This design comes from an exercise in tuning for small area, a short achievable clock period and few clock cycles on the open sky130 flow, not from production work.
Only simulation tests tie the RTL to the original design; equivalence was not proved.
Power is estimated from default activity; no workload was simulated.

### flow/config.mk
export PLATFORM = sky130hd
export DESIGN_NAME = cpu3
export DESIGN_NICKNAME = cpu3
export VERILOG_FILES = /design/flow/design.v
export SDC_FILE = /design/flow/constraint.sdc
export NUM_CORES = 4
export LEC_CHECK = 0
export ABC_AREA = 1
export CAP_MARGIN = 20
export CORE_MARGIN = 2
export CORE_UTILIZATION = 60
export CTS_BUF_LIST = sky130_fd_sc_hd__clkbuf_8
export CTS_CLUSTER_DIAMETER = 50
export CTS_CLUSTER_SIZE = 16
export PLACE_DENSITY = 0.7
export SETUP_SLACK_MARGIN = 3.7
export SLEW_MARGIN = 20
### flow/constraint.sdc
create_clock -name core_clock -period 6.0 [get_ports {clock}]
set_input_delay 1.2000 -clock core_clock [delete_from_list [all_inputs] [get_ports {clock}]]
set_output_delay 1.2000 -clock core_clock [all_outputs]
set_load 0.01 [all_outputs]
### flow/design.v
module alu #(parameter WORD_W = 8)
            (input logic clock, n_reset, load_REG, ALU_REG, ALU_add, ALU_sub, ALU_xor,
             input logic [WORD_W-1:0] Adata,
             output logic [WORD_W-1:0] Wdata,
             output logic z_flag);
always_comb
  if (Wdata == 0)
    z_flag = 1'b1;
  else
    z_flag = 1'b0;
always_ff @(posedge clock, negedge n_reset)
  begin
  if (!n_reset)
    Wdata <= 0;
  else
    if (load_REG)
      if (ALU_REG)
        begin
        if (ALU_add)
          Wdata <= Wdata + Adata;
        else if (ALU_sub)
          Wdata <= Wdata - Adata;
        else if (ALU_xor)
          Wdata <= Wdata ^ Adata;
        end
      else
        Wdata <= Adata;
  end
endmodule
module buffer #(parameter WORD_W = 8, OP_W = 3)
               (output logic [WORD_W-1:0] Sdata, 
                input logic [WORD_W-1:0] switches,
                input logic clock);
always_ff @(posedge clock)
  Sdata <= switches;
endmodule
module decoder #(parameter OP_W = 3)
                  (input logic clock, n_reset, z_flag,
                   input logic [OP_W-1:0] op,
                   output logic load_REG, load_PC, load_IR,  ALU_REG, 
                                ALU_add, ALU_sub, ALU_xor, INC_PC, WE, IMM, IND);
enum logic {fetch, execute} Present_State, Next_State;
always_ff @(posedge clock, negedge n_reset)
  begin: seq
    if (!n_reset)
      Present_State <= fetch;
    else
      Present_State <= Next_State;
    end
always_comb
  begin: com
  load_REG = 1'b0;
  load_IR = 1'b0;
  ALU_REG = 1'b0;
  ALU_add = 1'b0;
  ALU_sub = 1'b0;
  ALU_xor = 1'b0;
  INC_PC = 1'b0;
  load_PC = 1'b0;
  IND = 1'b0;
  WE = 1'b0;
  IMM = 1'b0;
  unique case (Present_State)
    fetch:  begin
      load_IR = 1'b1;
      Next_State = execute;
    end
    execute: begin
      load_PC = 1'b1;
      INC_PC = 1'b1;
      unique case (op)
      3'b001: begin
              WE = 1'b1;
              end
      3'b000:  begin
              load_REG = 1'b1;
              end
      3'b100:   begin
              if (z_flag == 1'b0)
                INC_PC = 1'b0;
              end    
      3'b010:   begin
              load_REG = 1'b1;
              ALU_REG = 1'b1;
              ALU_add = 1'b1;
              end    
      3'b011:   begin
              load_REG = 1'b1;
              ALU_REG = 1'b1;
              ALU_sub = 1'b1;
              end 
      3'b101:  begin
              IMM = 1'b1;
              load_REG = 1'b1;
              end
      3'b110:   begin
              load_REG = 1'b1;
              ALU_REG = 1'b1;
              ALU_xor = 1'b1;
              end  
      3'b111: begin
              load_REG = 1'b1;
              IND = 1'b1;
              end
      default:; 
      endcase
      Next_State = fetch;
      end
  endcase
  end
endmodule
module dmem #(parameter WORD_W = 8, OP_W = 3)
               (output logic [WORD_W-1:0] Mdata, Ndata,
                output logic [WORD_W-1:0] digits,
                input logic [WORD_W-1:0] Wdata,
                input logic [WORD_W-1:0] switches,
                input logic [WORD_W-OP_W-1:0] Raddress, Naddress,
                input logic [WORD_W-OP_W-1:0] Waddress,
                input logic WE, clock);
localparam N = 2**(WORD_W-OP_W);
logic [WORD_W-1:0] mem [0:N-1];
always_ff @(posedge clock)
  if (WE)
    for (int i = 0; i <= 30; i++)
      if ((i == 0 || i >= 9) && Waddress == i)
        mem[i] <= Wdata;
assign digits = mem[30];
logic [WORD_W-1:0] word [0:N-1];
always_comb
  for (int i = 0; i < N; i++)
    case (i)
      1: word[i] = 8'd15;
      2: word[i] = 8'd9;
      3: word[i] = 8'd25;
      4: word[i] = 8'd20;
      5: word[i] = 8'd13;
      6: word[i] = 8'd13;
      7: word[i] = 8'd22;
      8: word[i] = 8'd11;
      31: word[i] = switches;
      default: word[i] = mem[i];
    endcase
always_comb
  begin
  Mdata = '0;
  Ndata = '0;
  for (int i = 0; i < N; i++)
    begin
    Mdata = Mdata | ({WORD_W{Raddress == i}} & word[i]);
    Ndata = Ndata | ({WORD_W{Naddress == i}} & word[i]);
    end
  end
endmodule
module ir  #(parameter WORD_W = 8, OP_W = 3)
             (input logic clock, n_reset, load_IR,
              input logic[WORD_W-1:0] Idata,
              output logic [WORD_W-OP_W-1:0] operand,
              output logic [OP_W-1:0] op);
logic  [WORD_W-1:0] instr_reg;
always_comb
  {op, operand} = instr_reg;
always_ff @(posedge clock, negedge n_reset)
  begin
  if (!n_reset)
    instr_reg <= 0;
  else
    if (load_IR)
      instr_reg <= Idata;
  end
endmodule
module pc #(parameter WORD_W = 8, OP_W = 3)
               (input logic clock, n_reset, INC_PC, load_PC,
                input logic [WORD_W-OP_W-1:0] branchaddr,
                output logic [WORD_W-OP_W-1:0] Iaddress);
always_ff @(posedge clock, negedge n_reset)
  begin
  if (!n_reset)
    Iaddress <= 0;
  else
    if (load_PC)
      if (INC_PC)
        Iaddress <= Iaddress + 1;
      else
        Iaddress <= branchaddr;
  end
endmodule
module register #(parameter WORD_W = 8, OP_W = 3)
                (output logic [WORD_W-1:0] digits,
                input logic [WORD_W-1:0] Wdata,
                input logic WE, clock);
always_ff @(posedge clock)
  begin
  if (WE) 
    digits <= Wdata;
  end
endmodule
module sevenseg(output logic [6:0] seg, 
                input logic [3:0] digit);
always_comb
  unique case (digit)
    4'b0000 : seg = 7'b1000000;
    4'b0001 : seg = 7'b1111001;
    4'b0010 : seg = 7'b0100100;
    4'b0011 : seg = 7'b0110000;
    4'b0100 : seg = 7'b0011001;
    4'b0101 : seg = 7'b0010010;
    4'b0110 : seg = 7'b0000010;
    4'b0111 : seg = 7'b1111000;
    4'b1000 : seg = 7'b0000000;
    4'b1001 : seg = 7'b0010000;
    4'b1010 : seg = 7'b0001000;
    4'b1011 : seg = 7'b0000011;
    4'b1100 : seg = 7'b1000110;
    4'b1101 : seg = 7'b0100001;
    4'b1110 : seg = 7'b0000110;
    4'b1111 : seg = 7'b0001110;
    default : seg = 7'b1111111;
  endcase
endmodule
module cpu3 #(parameter WORD_W = 8, OP_W = 3)
             (input logic clock, n_reset,
              input logic [WORD_W-1:0] switches,
              input logic [WORD_W-1:0] Idata,
              output logic [WORD_W-OP_W-1:0] Iaddress,
              output logic [6:0] disp0, disp1);
localparam A_W = WORD_W - OP_W;
logic do_load, do_loadr, do_store, do_add, do_dbl, do_sub, do_xor, do_loadi,
      do_keep;
logic [A_W-1:0]    Daddress;
logic [WORD_W-1:0] Mreg;
logic [A_W-1:0]    Aaddr;
logic [WORD_W-1:0] A, A_next, Mdata, Ndata, digits, sum, b, x, k;
logic [WORD_W:0]   g0, p0, g1, p1, g2, p2, g3;
logic [OP_W-1:0]   fop;
logic [A_W-1:0]    fadr;
logic              z_next, taken, fwd, stall;
dmem #(.WORD_W(WORD_W), .OP_W(OP_W)) dmem0
  (.Mdata(Mdata), .Ndata(Ndata), .digits(digits), .Wdata(A), .switches(switches),
   .Raddress(fadr), .Naddress(Aaddr), .Waddress(Daddress), .WE(do_store),
   .clock(clock));
assign b = Mreg ^ {WORD_W{do_sub}};
assign g0 = {A & b, do_sub};
assign p0 = {A | b, 1'b0};
assign g1 = {g0[WORD_W:1] | (p0[WORD_W:1] & g0[WORD_W-1:0]), g0[0]};
assign p1 = {p0[WORD_W:1] & p0[WORD_W-1:0], p0[0]};
assign g2 = {g1[WORD_W:2] | (p1[WORD_W:2] & g1[WORD_W-2:0]), g1[1:0]};
assign p2 = {p1[WORD_W:2] & p1[WORD_W-2:0], p1[1:0]};
assign g3 = {g2[WORD_W:4] | (p2[WORD_W:4] & g2[WORD_W-4:0]), g2[3:0]};
assign sum = A ^ b ^ g3[WORD_W-1:0];
assign x = A ^ Mreg;
assign A_next = ({WORD_W{do_load}} & Mreg)
              | ({WORD_W{do_loadr}} & Ndata)
              | ({WORD_W{do_add || do_sub}} & sum)
              | ({WORD_W{do_dbl}} & {A[WORD_W-2:0], 1'b0})
              | ({WORD_W{do_xor}} & x)
              | ({WORD_W{do_loadi}} & {{OP_W{1'b0}}, Daddress})
              | ({WORD_W{do_keep}} & A);
assign k = {A[WORD_W-2:0] | Mreg[WORD_W-2:0], 1'b0};
always_comb
  if (do_add)
    z_next = (x == k);
  else if (do_sub || do_xor)
    z_next = (x == 0);
  else if (do_load)
    z_next = (Mreg == 0);
  else if (do_loadi)
    z_next = (Daddress == 0);
  else if (do_keep)
    z_next = (A == 0);
  else if (do_dbl)
    z_next = (A[WORD_W-2:0] == 0);
  else
    z_next = 1'b1;
always_ff @(posedge clock, negedge n_reset)
  if (!n_reset)
    A <= '0;
  else
    A <= A_next;
always_ff @(posedge clock)
  Aaddr <= A_next[A_W-1:0];
assign fop = Idata[WORD_W-1:A_W];
assign fadr = Idata[A_W-1:0];
assign stall = (fop == 3'b100) && do_loadr;
assign taken = (fop == 3'b100) && !z_next;
assign fwd = do_store && (Daddress == fadr) && (fadr == 0 || (fadr >= 9 && fadr <= 30));
always_ff @(posedge clock, negedge n_reset)
  if (!n_reset)
    begin
    Iaddress <= '0;
    do_load  <= 1'b0;
    do_loadr <= 1'b0;
    do_store <= 1'b0;
    do_add   <= 1'b0;
    do_dbl   <= 1'b0;
    do_sub   <= 1'b0;
    do_xor   <= 1'b0;
    do_loadi <= 1'b0;
    do_keep  <= 1'b0;
    end
  else
    begin
    if (!stall)
      Iaddress <= taken ? fadr : Iaddress + 1'b1;
    do_load  <= (fop == 3'b000) && !fwd;
    do_loadr <= (fop == 3'b111);
    do_store <= (fop == 3'b001);
    do_add   <= (fop == 3'b010) && !fwd;
    do_dbl   <= (fop == 3'b010) && fwd;
    do_sub   <= (fop == 3'b011) && !fwd;
    do_xor   <= (fop == 3'b110) && !fwd;
    do_loadi <= (fop == 3'b101);
    do_keep  <= (fop == 3'b001) || (fop == 3'b100) || ((fop == 3'b000) && fwd);
    end
always_ff @(posedge clock)
  begin
  Daddress <= fadr;
  Mreg <= Mdata;
  end
sevenseg d0 (.digit(digits[3:0]), .seg(disp0));
sevenseg d1 (.digit(digits[7:4]), .seg(disp1));
endmodule
### flow/run.sh
#!/bin/bash
# synth_recipe.tcl (not shown) runs the flow's synth.tcl, then flattens the netlist and writes it again
# the make line also repeats each setting of config.mk as NAME=value (left out here)
make -C /OpenROAD-flow-scripts/flow DESIGN_CONFIG=/design/flow/config.mk WORK_HOME=/design/flow/orfs CLKGATE_MAP_FILE= SYNTH_SCRIPT=/design/flow/synth_recipe.tcl finish
==> notes.md, run 1 <==
Layout fillers: 1493
Synth unique cells: 49
Worst Max-Slew Pin Slew: 1140 ps
EDFF count, synth: 184
Core box area: 0.0201 sq mm
Type of the most critical hold path: input port to asynchronous set/reset pin
Hold Fails Final Rpt: 0
# DRC: 0
R2R setup slack: 3550 ps
Worst-Skew Late Latency: 610 ps
Clock Path Buffers: 3
Max IR drop VDD: 305 uV
Detailed-route wire length per cell: 30.3 um
Status: complete, no violations
Clock Pin Slew Worst Setup and Hold Paths: 100 ps
Critical Path AT: 2920 ps
GRT Residual Overflow: 0
DP HPWL: 39.1 mm
Dominant cells by area after synthesis: edfxtp_1 45%, nand2_1 12%, inv_1 6.2%
Final Setup Violations: 0
Syn Nets: 1423
Post-synthesis cell count: 1373
Rel. slew slack: 23.5%
Layout cells sized above 1: 15.1%
Critical Path Sink Type: register
Unrepaired setup endpoints after global routing: true
Area delta synth->final: 15.1%
Die area: 0.0216 sq mm
Fmax: 408 MHz
Routed Antenna Nets: 0
CTS root buf: clkbuf_8
Fraction of registers with async set/reset: 9.24%
H-tree Lvls: 1
CP Data Required Time: 6470 ps
Setup Skew: 26.3 ps
Max Slew Vio Count: 0
Gpl congestion: 1.23
Setup TNS: 0 ps
Total wire length: 53.1 mm
Iteration-0 DRC Markers: 2245
PnR Total Power: 0.00520 W
Starting density of the core: 60.9%
Top_reg_cell synth: edfxtp_1
Largest net degree at the start of global routing: 29
CTS tree: built
Yosys warns: 5
Initial antenna violation count: 2
Max FO, Critical Path: 6
Most common cell after layout, fill and taps aside: nand2_1
Crit share post-route: 40.8%
Power density over the cells: 369 mW/mm^2
Max_cap viols: 0
Cell Rows: 52
Fin crit period: 2450 ps
Detail-routed via count per cell: 6.78
DRT Pass-1 Iters: 11
Num CTS Buffers: 26
Yosys reg bits: 238
Leading area contributor after synthesis: edfxtp_1
Die Y: 147 um
Commonest cells after routing, fill and taps aside: 356 x nand2_1, 198 x inv_1, 184 x edfxtp_1
Cell Area, Synth: 0.0122 sq mm
IO Pins: 37
Crit path launch type: register
Vias in the first global route: 11003
Leak: 5.92 nW
First-pass GRT wire length: 73.3 mm
Hold Buf Count CTS: 0
Chip width: 147 um
CTS Sinks: 238
Register area: 0.00673 sq mm
DR vias: 11880
Yosys top cell area share: 45.1%
Port Buffer Count: 36
Layout net count: 1509
Area of the multi-input gates: 0.00498 sq mm
Kind of critical path: register to register
Syn Area/Cell: 8.91 sq um
Total GRT Usage: 48.0%
Register area share after synthesis: 54.9%
==> Yosys cell counts (7+ instances only) <==
| cell type | instances |
|---|---|
| a211oi_1 | 8 |
| a21oi_1 | 20 |
| a22oi_1 | 7 |
| dfrtp_1 | 22 |
| dfxtp_1 | 32 |
| edfxtp_1 | 184 |
| ha_1 | 32 |
| inv_1 | 202 |
| inv_2 | 18 |
| nand2_1 | 376 |
| nand3_1 | 60 |
| nand4_1 | 23 |
| nor2_1 | 139 |
| nor2_2 | 14 |
| nor3_1 | 15 |
| nor4_1 | 8 |
| o2111ai_1 | 11 |
| o211ai_1 | 12 |
| o21ai_0 | 41 |
| o21ai_1 | 9 |
| o221ai_1 | 14 |
| o22ai_1 | 49 |
| xnor2_1 | 7 |
==> worst max-delay path: stages (launching register included) <==
cell	delay (ps)
dfxtp_1	420
inv_1	80
nand2_1	140
inv_2	100
nand2_1	150
nand2_1	100
o21ai_0	580
nand4_1	160
nor2_1	250
nand3_1	140
nand2_1	80
nand2_1	120
==> final cells by class <==
type	count	area share, %
Antenna cell	2	0.0355
Clock buffer	27	2.64
Clock inverter	21	1.52
Inverter	221	6.02
Multi-Input combinational cell	904	35.4
Sequential cell	238	47.8
Tap cell	270	2.40
Timing Repair Buffer	67	4.21
Timing Repair inverter	1	0.0355
==> state kept, by name (all words and copies together) (netlist names), 5 cells and up <==
signal,count
Daddress,5
disp0,7
Iaddress,5
dmem0.mem,184
A,8
Mreg,8
disp1,7
Aaddr,5
==> per-stage QoR <==
| stage | cells | cell area [sq um] | util [%] | hold WS (ps) | setup slack [ps] |
|---|---|---|---|---|---|
| after floorplan | 1373 | 12200 | - | 472 | 3760 |
| after global placement | 1676 | 12900 | 64.4 | 530 | 1960 |
| after detailed placement | 1676 | 12900 | 64.4 | 528 | 1870 |
| after CTS | 1736 | 13800 | 68.4 | 565 | 3670 |
| after global routing | 1749 | 14100 | 70.0 | 604 | 3540 |
| final | 1751 | 14100 | 70.1 | 565 | 3550 |
==> where the power goes <==
group          switching, W  internal [W]
clock network      0.000694      0.000510
registers          0.000130       0.00204
logic               0.00129      0.000543
==> per-layer routing <==
layer / GRT usage (%) / wire length (um)
met1: 65.5 / 18500
met2: 66.3 / 20900
met3: 17.3 / 9150
met4: 27.7 / 4510
met5: 0 / 11
==> timing repair <==
action / in CTS / in global routing
cloned: 0 / 3
pin swaps: 3 / 5
resized for setup: 161 / 59
setup endpoints to repair: 61 / 48
buffers inserted: 12 / 10
==> logic make-up after synthesis <==
family | after synthesis | synth area share [%]
AND/OR/NAND/NOR | 652 | 22.3
adder cells (fa/ha/maj) | 32 | 3.27
AO/OA/AOI/OAI | 208 | 11.5
buffers and inverters | 231 | 7.23
XOR/XNOR | 12 | 0.859
flip-flops | 238 | 54.9
==> worst paths after layout <==
check | cells after the start | from | endpoint
worst max-delay path | 11 | Aaddr[3] | A[2]
worst min-delay path | 1 | n_reset | A[2]
worst max register to register | 11 | Aaddr[3] | A[2]
worst min register to register | 2 | dmem0.mem[20][5] | Mreg[5]
max in group asynchronous | 1 | n_reset | A[6]
min in group core_clock | 2 | dmem0.mem[20][5] | Mreg[5]
Testbench counts, summed over its fixed seeds: cycles 80,948.
==> run 2, diff against run 1 <==
--- a/flow/design.v
+++ b/flow/design.v
@@ -112,5 +112,5 @@
 module dmem #(parameter WORD_W = 8, OP_W = 3)
                (output logic [WORD_W-1:0] Mdata, Ndata,
-                output logic [WORD_W-1:0] digits,
+                output logic [WORD_W-1:0] digits_n,
                 input logic [WORD_W-1:0] Wdata,
                 input logic [WORD_W-1:0] switches,
@@ -124,6 +124,6 @@
     for (int i = 0; i <= 30; i++)
       if ((i == 0 || i >= 9) && Waddress == i)
-        mem[i] <= Wdata;
-assign digits = mem[30];
+        mem[i] <= ~Wdata;
+assign digits_n = mem[30];
 logic [WORD_W-1:0] word [0:N-1];
 always_comb
@@ -139,5 +139,5 @@
       8: word[i] = 8'd11;
       31: word[i] = switches;
-      default: word[i] = mem[i];
+      default: word[i] = ~mem[i];
     endcase
 always_comb
@@ -218,4 +218,27 @@
   endcase
 endmodule
+module sevenseg_n(output logic [6:0] seg,
+                  input logic [3:0] digit_n);
+always_comb
+  unique case (digit_n)
+    4'b1111 : seg = 7'b1000000;
+    4'b1110 : seg = 7'b1111001;
+    4'b1101 : seg = 7'b0100100;
+    4'b1100 : seg = 7'b0110000;
+    4'b1011 : seg = 7'b0011001;
+    4'b1010 : seg = 7'b0010010;
+    4'b1001 : seg = 7'b0000010;
+    4'b1000 : seg = 7'b1111000;
+    4'b0111 : seg = 7'b0000000;
+    4'b0110 : seg = 7'b0010000;
+    4'b0101 : seg = 7'b0001000;
+    4'b0100 : seg = 7'b0000011;
+    4'b0011 : seg = 7'b1000110;
+    4'b0010 : seg = 7'b0100001;
+    4'b0001 : seg = 7'b0000110;
+    4'b0000 : seg = 7'b0001110;
+    default : seg = 7'b1111111;
+  endcase
+endmodule
 module cpu3 #(parameter WORD_W = 8, OP_W = 3)
              (input logic clock, n_reset,
@@ -225,17 +248,15 @@
               output logic [6:0] disp0, disp1);
 localparam A_W = WORD_W - OP_W;
-logic do_load, do_loadr, do_store, do_add, do_dbl, do_sub, do_xor, do_loadi,
-      do_keep;
+logic do_load, do_loadr, do_store, do_add, do_sub, do_xor, do_loadi;
 logic [A_W-1:0]    Daddress;
 logic [WORD_W-1:0] Mreg;
-logic [A_W-1:0]    Aaddr;
-logic [WORD_W-1:0] A, A_next, Mdata, Ndata, digits, sum, b, x, k;
+logic [WORD_W-1:0] A, A_next, Mdata, Ndata, digits_n, sum, b, x, k;
 logic [WORD_W:0]   g0, p0, g1, p1, g2, p2, g3;
 logic [OP_W-1:0]   fop;
 logic [A_W-1:0]    fadr;
-logic              z_next, taken, fwd, stall;
+logic              z_next, taken, keep, fwd, stall;
 dmem #(.WORD_W(WORD_W), .OP_W(OP_W)) dmem0
-  (.Mdata(Mdata), .Ndata(Ndata), .digits(digits), .Wdata(A), .switches(switches),
-   .Raddress(fadr), .Naddress(Aaddr), .Waddress(Daddress), .WE(do_store),
+  (.Mdata(Mdata), .Ndata(Ndata), .digits_n(digits_n), .Wdata(A), .switches(switches),
+   .Raddress(fadr), .Naddress(A[A_W-1:0]), .Waddress(Daddress), .WE(do_store),
    .clock(clock));
 assign b = Mreg ^ {WORD_W{do_sub}};
@@ -247,18 +268,18 @@
 assign p2 = {p1[WORD_W:2] & p1[WORD_W-2:0], p1[1:0]};
 assign g3 = {g2[WORD_W:4] | (p2[WORD_W:4] & g2[WORD_W-4:0]), g2[3:0]};
-assign sum = A ^ b ^ g3[WORD_W-1:0];
-assign x = A ^ Mreg;
+assign sum = x ^ g3[WORD_W-1:0];
+assign keep = !(do_load || do_loadr || do_add || do_sub || do_xor || do_loadi);
 assign A_next = ({WORD_W{do_load}} & Mreg)
               | ({WORD_W{do_loadr}} & Ndata)
               | ({WORD_W{do_add || do_sub}} & sum)
-              | ({WORD_W{do_dbl}} & {A[WORD_W-2:0], 1'b0})
               | ({WORD_W{do_xor}} & x)
               | ({WORD_W{do_loadi}} & {{OP_W{1'b0}}, Daddress})
-              | ({WORD_W{do_keep}} & A);
-assign k = {A[WORD_W-2:0] | Mreg[WORD_W-2:0], 1'b0};
+              | ({WORD_W{keep}} & A);
+assign x = A ^ b;
+assign k = {A[WORD_W-2:0] | b[WORD_W-2:0], do_sub};
 always_comb
-  if (do_add)
+  if (do_add || do_sub)
     z_next = (x == k);
-  else if (do_sub || do_xor)
+  else if (do_xor)
     z_next = (x == 0);
   else if (do_load)
@@ -266,10 +287,6 @@
   else if (do_loadi)
     z_next = (Daddress == 0);
-  else if (do_keep)
-    z_next = (A == 0);
-  else if (do_dbl)
-    z_next = (A[WORD_W-2:0] == 0);
   else
-    z_next = 1'b1;
+    z_next = (A == 0);
 always_ff @(posedge clock, negedge n_reset)
   if (!n_reset)
@@ -277,6 +294,4 @@
   else
     A <= A_next;
-always_ff @(posedge clock)
-  Aaddr <= A_next[A_W-1:0];
 assign fop = Idata[WORD_W-1:A_W];
 assign fadr = Idata[A_W-1:0];
@@ -292,9 +307,7 @@
     do_store <= 1'b0;
     do_add   <= 1'b0;
-    do_dbl   <= 1'b0;
     do_sub   <= 1'b0;
     do_xor   <= 1'b0;
     do_loadi <= 1'b0;
-    do_keep  <= 1'b0;
     end
   else
@@ -302,20 +315,18 @@
     if (!stall)
       Iaddress <= taken ? fadr : Iaddress + 1'b1;
-    do_load  <= (fop == 3'b000) && !fwd;
+    do_load  <= (fop == 3'b000);
     do_loadr <= (fop == 3'b111);
     do_store <= (fop == 3'b001);
-    do_add   <= (fop == 3'b010) && !fwd;
-    do_dbl   <= (fop == 3'b010) && fwd;
-    do_sub   <= (fop == 3'b011) && !fwd;
-    do_xor   <= (fop == 3'b110) && !fwd;
+    do_add   <= (fop == 3'b010);
+    do_sub   <= (fop == 3'b011);
+    do_xor   <= (fop == 3'b110);
     do_loadi <= (fop == 3'b101);
-    do_keep  <= (fop == 3'b001) || (fop == 3'b100) || ((fop == 3'b000) && fwd);
     end
 always_ff @(posedge clock)
   begin
   Daddress <= fadr;
-  Mreg <= Mdata;
+  Mreg <= fwd ? A : Mdata;
   end
-sevenseg d0 (.digit(digits[3:0]), .seg(disp0));
-sevenseg d1 (.digit(digits[7:4]), .seg(disp1));
+sevenseg_n d0 (.digit_n(digits_n[3:0]), .seg(disp0));
+sevenseg_n d1 (.digit_n(digits_n[7:4]), .seg(disp1));
 endmodule
==> run 2 against run 1 <==
Die area shrank 4.2%; critical path depth grew 2; maximum frequency shrank 3.4%; global-route usage grew 2.6 points; critical endpoint is now Iaddress[0]; hold slack gained 27 ps; core utilization grew 4.5 points; area after synthesis shrank 4.3%; routed wire length grew 2.9%; combinational power grew 26%; sequential power shrank 3%; register-to-register slack lost 90 ps; synthesized cell count shrank 8.5%.
==> notes.md, run 2 <==
Placed cells: 1549 (was 1676)
CTS Sinks: 231 (was 238)
Fin crit period: 2530 ps (was 2450 ps)
Status: complete, no violations (unchanged)
Clock Pin Slew Worst Setup and Hold Paths: 110 ps (was 100 ps)
Layout Cells excl Fill: 1666 (was 1751)
Sw Share: 42.3% (was 40.6%)
Setup Skew: 25.0 ps (was 26.3 ps)
Top Registers: dmem0.mem: 184 flops, A: 8 flops, Mreg: 8 flops (unchanged)
Most common cell in the synthesized netlist: nand2_1 (unchanged)
Final Setup Violations: 0 (unchanged)
Register area share after synthesis: 56.1% (was 54.9%)
Detailed-route wire length per cell: 32.8 um (was 30.3 um)
Placed Instance Area: 0.0125 sq mm (was 0.0129 sq mm)
Total wire length: 54.6 mm (was 53.1 mm)
Area delta synth->final: 23.2% (was 15.1%)
Die area: 0.0206 sq mm (was 0.0216 sq mm)
Initial antenna violation count: 2 (unchanged)
Layout net count: 1422 (was 1509)
Setup ws final: 3470 ps (was 3550 ps)
Syn Area/Cell: 9.32 sq um (was 8.91 sq um)
Syn Nets: 1301 (was 1423)
Biggest register: dmem0.mem (unchanged)
Clock Path Buffers: 3 (unchanged)
Top_reg_cell synth: edfxtp_1 (unchanged)
Num CTS Buffers: 26 (unchanged)
Fmax: 395 MHz (was 408 MHz)
Kind of critical path: register to register (unchanged)
Die Y: 144 um (was 147 um)
DRT Pass-1 Iters: 19 (was 11)
Yosys warns: 5 (unchanged)
GRT Residual Overflow: 0 (unchanged)
H-tree Lvls: 1 (unchanged)
Vias in the first global route: 10964 (was 11003)
Unrepaired setup endpoints after global routing: true (unchanged)
Met3 wire len: 8.96 mm (was 9.15 mm)
Hold Path Origin: Iaddress[4]
Cell area after layout: 0.0144 sq mm (was 0.0141 sq mm)
Post-synthesis cell count: 1256 (was 1373)
Worst Max-Slew Pin Slew: 1280 ps (was 1140 ps)
Starting density of the core: 60.5% (was 60.9%)
CTS tree: built (unchanged)
Synth unique cells: 45 (was 49)
Crit share post-route: 42.2% (was 40.8%)
DP HPWL: 36.1 mm (was 39.1 mm)
Largest net degree at the start of global routing: 29 (unchanged)
Worst Hold End: Iaddress[4]
Setup WS pre-CTS: 1840 ps (was 1870 ps)
Gate power share: 40.6% (was 35.2%)
Commonest cells in the netlist: 231 x nand2_1, 200 x nor2_1, 184 x edfxtp_1 (was 376 x nand2_1, 202 x inv_1, 184 x edfxtp_1)
Yosys reg bits: 231 (was 238)
Max Used Layer: met5 (unchanged)
R2R setup slack: 3470 ps (was 3550 ps)
M1 WL: 17.1 mm (was 18.5 mm)
Clk network pwr share: 22.1% (was 23.1%)
Rel. slew slack: 14.4% (was 23.5%)
Gpl congestion: 1.14 (was 1.23)
Layout fillers: 1333 (was 1493)
DR vias: 12155 (was 11880)
Total GRT Usage: 50.6% (was 48.0%)
Power density over the cells: 393 mW/mm^2 (was 369 mW/mm^2)
Cell Rows: 51 (was 52)
Detail-routed via count per cell: 7.30 (was 6.78)
Routed Antenna Nets: 0 (unchanged)
Critical Path AT: 3020 ps (was 2920 ps)
Net Switching: 0.00239 W (was 0.00211 W)
Hold Path Stages: 2
Port Buffer Count: 36 (unchanged)
Chip width: 144 um (was 147 um)
Type of the most critical hold path: register to register (was input port to asynchronous set/reset pin)
Hold Fails Final Rpt: 0 (unchanged)
Cell Area, Synth: 0.0117 sq mm (was 0.0122 sq mm)
P_int: 0.00327 W (was 0.00309 W)
Commonest cells after routing, fill and taps aside: 184 x edfxtp_1, 179 x nand2_1, 168 x nor2_1 (was 356 x nand2_1, 198 x inv_1, 184 x edfxtp_1)
EDFF count, synth: 184 (unchanged)
# DRC: 0 (unchanged)
Leading area contributor after synthesis: edfxtp_1 (unchanged)
Flop pwr share: 37.2% (was 41.7%)
Core box area: 0.0193 sq mm (was 0.0201 sq mm)
R2R cell count: 13 (was 11)
Max Slew Vio Count: 0 (unchanged)
First-pass GRT wire length: 73.0 mm (was 73.3 mm)
Routed wl met2: 22.3 mm (was 20.9 mm)
Layout cells sized above 1: 25.2% (was 15.1%)
Max IR drop VDD: 243 uV (was 305 uV)
Hold Buf Count CTS: 0 (unchanged)
CTS root buf: clkbuf_8 (unchanged)
Max FO, Critical Path: 7 (was 6)
CP Data Required Time: 6490 ps (was 6470 ps)
Critical Path Sink Type: register (unchanged)
Max reg flops: 184 (unchanged)
R2r startpoint: A[4] (was Aaddr[3])
Max_cap viols: 0 (unchanged)
Iteration-0 DRC Markers: 2431 (was 2245)
Dominant cells by area after synthesis: edfxtp_1 47%, nand2_1 7.4%, nor2_1 6.4% (was edfxtp_1 45%, nand2_1 12%, inv_1 6.2%)
Leak: 5.71 nW (was 5.92 nW)
Fraction of registers with async set/reset: 8.66% (was 9.24%)
PnR Total Power: 0.00566 W (was 0.00520 W)
Yosys top cell area share: 47.2% (was 45.1%)
Critical R2R Capture: Iaddress[0] (was A[2])
IO Pins: 37 (unchanged)
Setup TNS: 0 ps (unchanged)
Crit path launch type: register (unchanged)
Most common cell after layout, fill and taps aside: edfxtp_1 (was nand2_1)
Worst-Skew Late Latency: 590 ps (was 610 ps)
[run 2: cell types whose count changed after synthesis, moves of 6 or more]
cell     delta
a22oi_1     -7
inv_1      -66
inv_2      -16
nand2_1   -145
nor2_1     +61
nor2_2     -10
nor3_1     +12
o21ai_0     +9
o21ai_1     -6
o22ai_1    +57
or2_2      +37
[run 2: what timing repair did]
action,CTS,global route
pin swaps,10,26
gates cloned,4,0
setup buffers,44,17
resized for setup,211,144
endpoints found under the setup margin,45,75
endpoints found under the hold margin,0,0
[run 2: power by group through the flow]
stage                     clock network, W  registers (W)  logic (W)
final                              0.00125        0.00211    0.00230
after detailed placement                 0        0.00215    0.00148
after global placement                   0        0.00215    0.00145
after global routing               0.00129        0.00212    0.00232
after floorplan                          0        0.00208   0.000858
after CTS                          0.00123        0.00209    0.00182
[run 2: per-layer routing]
layer  vias to the layer above  track usage (%)
met3                       511             18.6
met4                         5             38.0
met2                      1432             73.5
met5                         -                0
li1                       4692                -
met1                      5515             61.6
[run 2: logic make-up after synthesis]
kind of cell	count (synthesis)	synth area share, %
XOR/XNOR	16	1.20
AO/OA/AOI/OAI	234	12.8
adder cells (fa/ha/maj)	27	2.89
flip-flops	231	56.1
buffers and inverters	152	5.01
AND/OR/NAND/NOR	596	22.0
[run 2: how the worst max path moves through the flow]
stage | from | to | slack (ps) | cells after the start
6_report | A[4] | Iaddress[0] | 3470 | 13
5_1_grt | A[4] | Iaddress[0] | 3330 | 13
4_1_cts | Iaddress[0] | Iaddress[0] | 3620 | 1
3_5_place_dp | Idata[4] | Mreg[6] | 1840 | 9
3_3_place_gp | Idata[4] | Mreg[6] | 1820 | 9
2_1_floorplan | Idata[0] | Mreg[6] | 3710 | 10
[run 2: critical path, stage by stage, from the launching register on]
cell,delay [ps]
dfrtp_4,490
clkinvlp_4,280
ha_4,410
xor2_1,180
nand2_1,120
nor2_1,140
nand3_1,110
nor2_2,210
nor2_4,70
buf_4,140
nand3_1,80
nand2_1,60
nand2_1,60
nand2_1,50
[run 2: area by class of cell]
cell class | count | area [sq um] | area share [%]
antenna | 4 | 10.0 | 0.0694
clock buffer | 28 | 385 | 2.67
clock inverter | 20 | 231 | 1.60
inverter | 138 | 553 | 3.83
multi-input combinational | 874 | 5420 | 37.6
sequential | 231 | 6580 | 45.6
tap | 265 | 332 | 2.30
timing repair buffer | 104 | 901 | 6.25
timing repair inverter | 2 | 10.0 | 0.0694
[run 2: through the flow]
stage / utilization (%) / hold WS, ps
6_report: 74.6 / 593
5_1_grt: 74.5 / 607
4_1_cts: 71.3 / 555
3_5_place_dp: 64.4 / 533
3_3_place_gp: 64.3 / 524
2_1_floorplan: - / 515
Testbench counts of run 2, summed over its fixed seeds: cycles 80,948.

==> static timing again, ports no longer ideal <==
The flow's constraints put no driver on any port. The routed layouts listed below were extracted and timed again, unchanged, in two steps.
Step 1 sets driving cells, clkbuf_16 on the clock port and buf_2 on the other inputs (assumed; they add their load-dependent delay and slew).
Step 2 times the ports against the registers' clock, not the clock port: input delays grow and output delays shrink by t, the midpoint of the rising clock arrivals with the driver on.
Slacks: ideal / step 1 / step 2; pairs: ideal / step 1.
run | shift t [ns] | setup WS [ns] | worst hold slack (ns) | latest minus earliest clock arrival (ns)
run 1 | 0.643 | 3.552 / 3.552 / 2.970 | 0.565 / 0.552 / 0.574 | 0.026 / 0.027
run 2 | 0.623 | 3.467 / 3.467 / 3.081 | 0.593 / 0.593 / 0.593 | 0.025 / 0.025
After both steps every run listed still meets setup and hold. The setup slack of run 1, which loses most, moves by 0.000 ns with the drivers and by -0.582 ns with both steps.
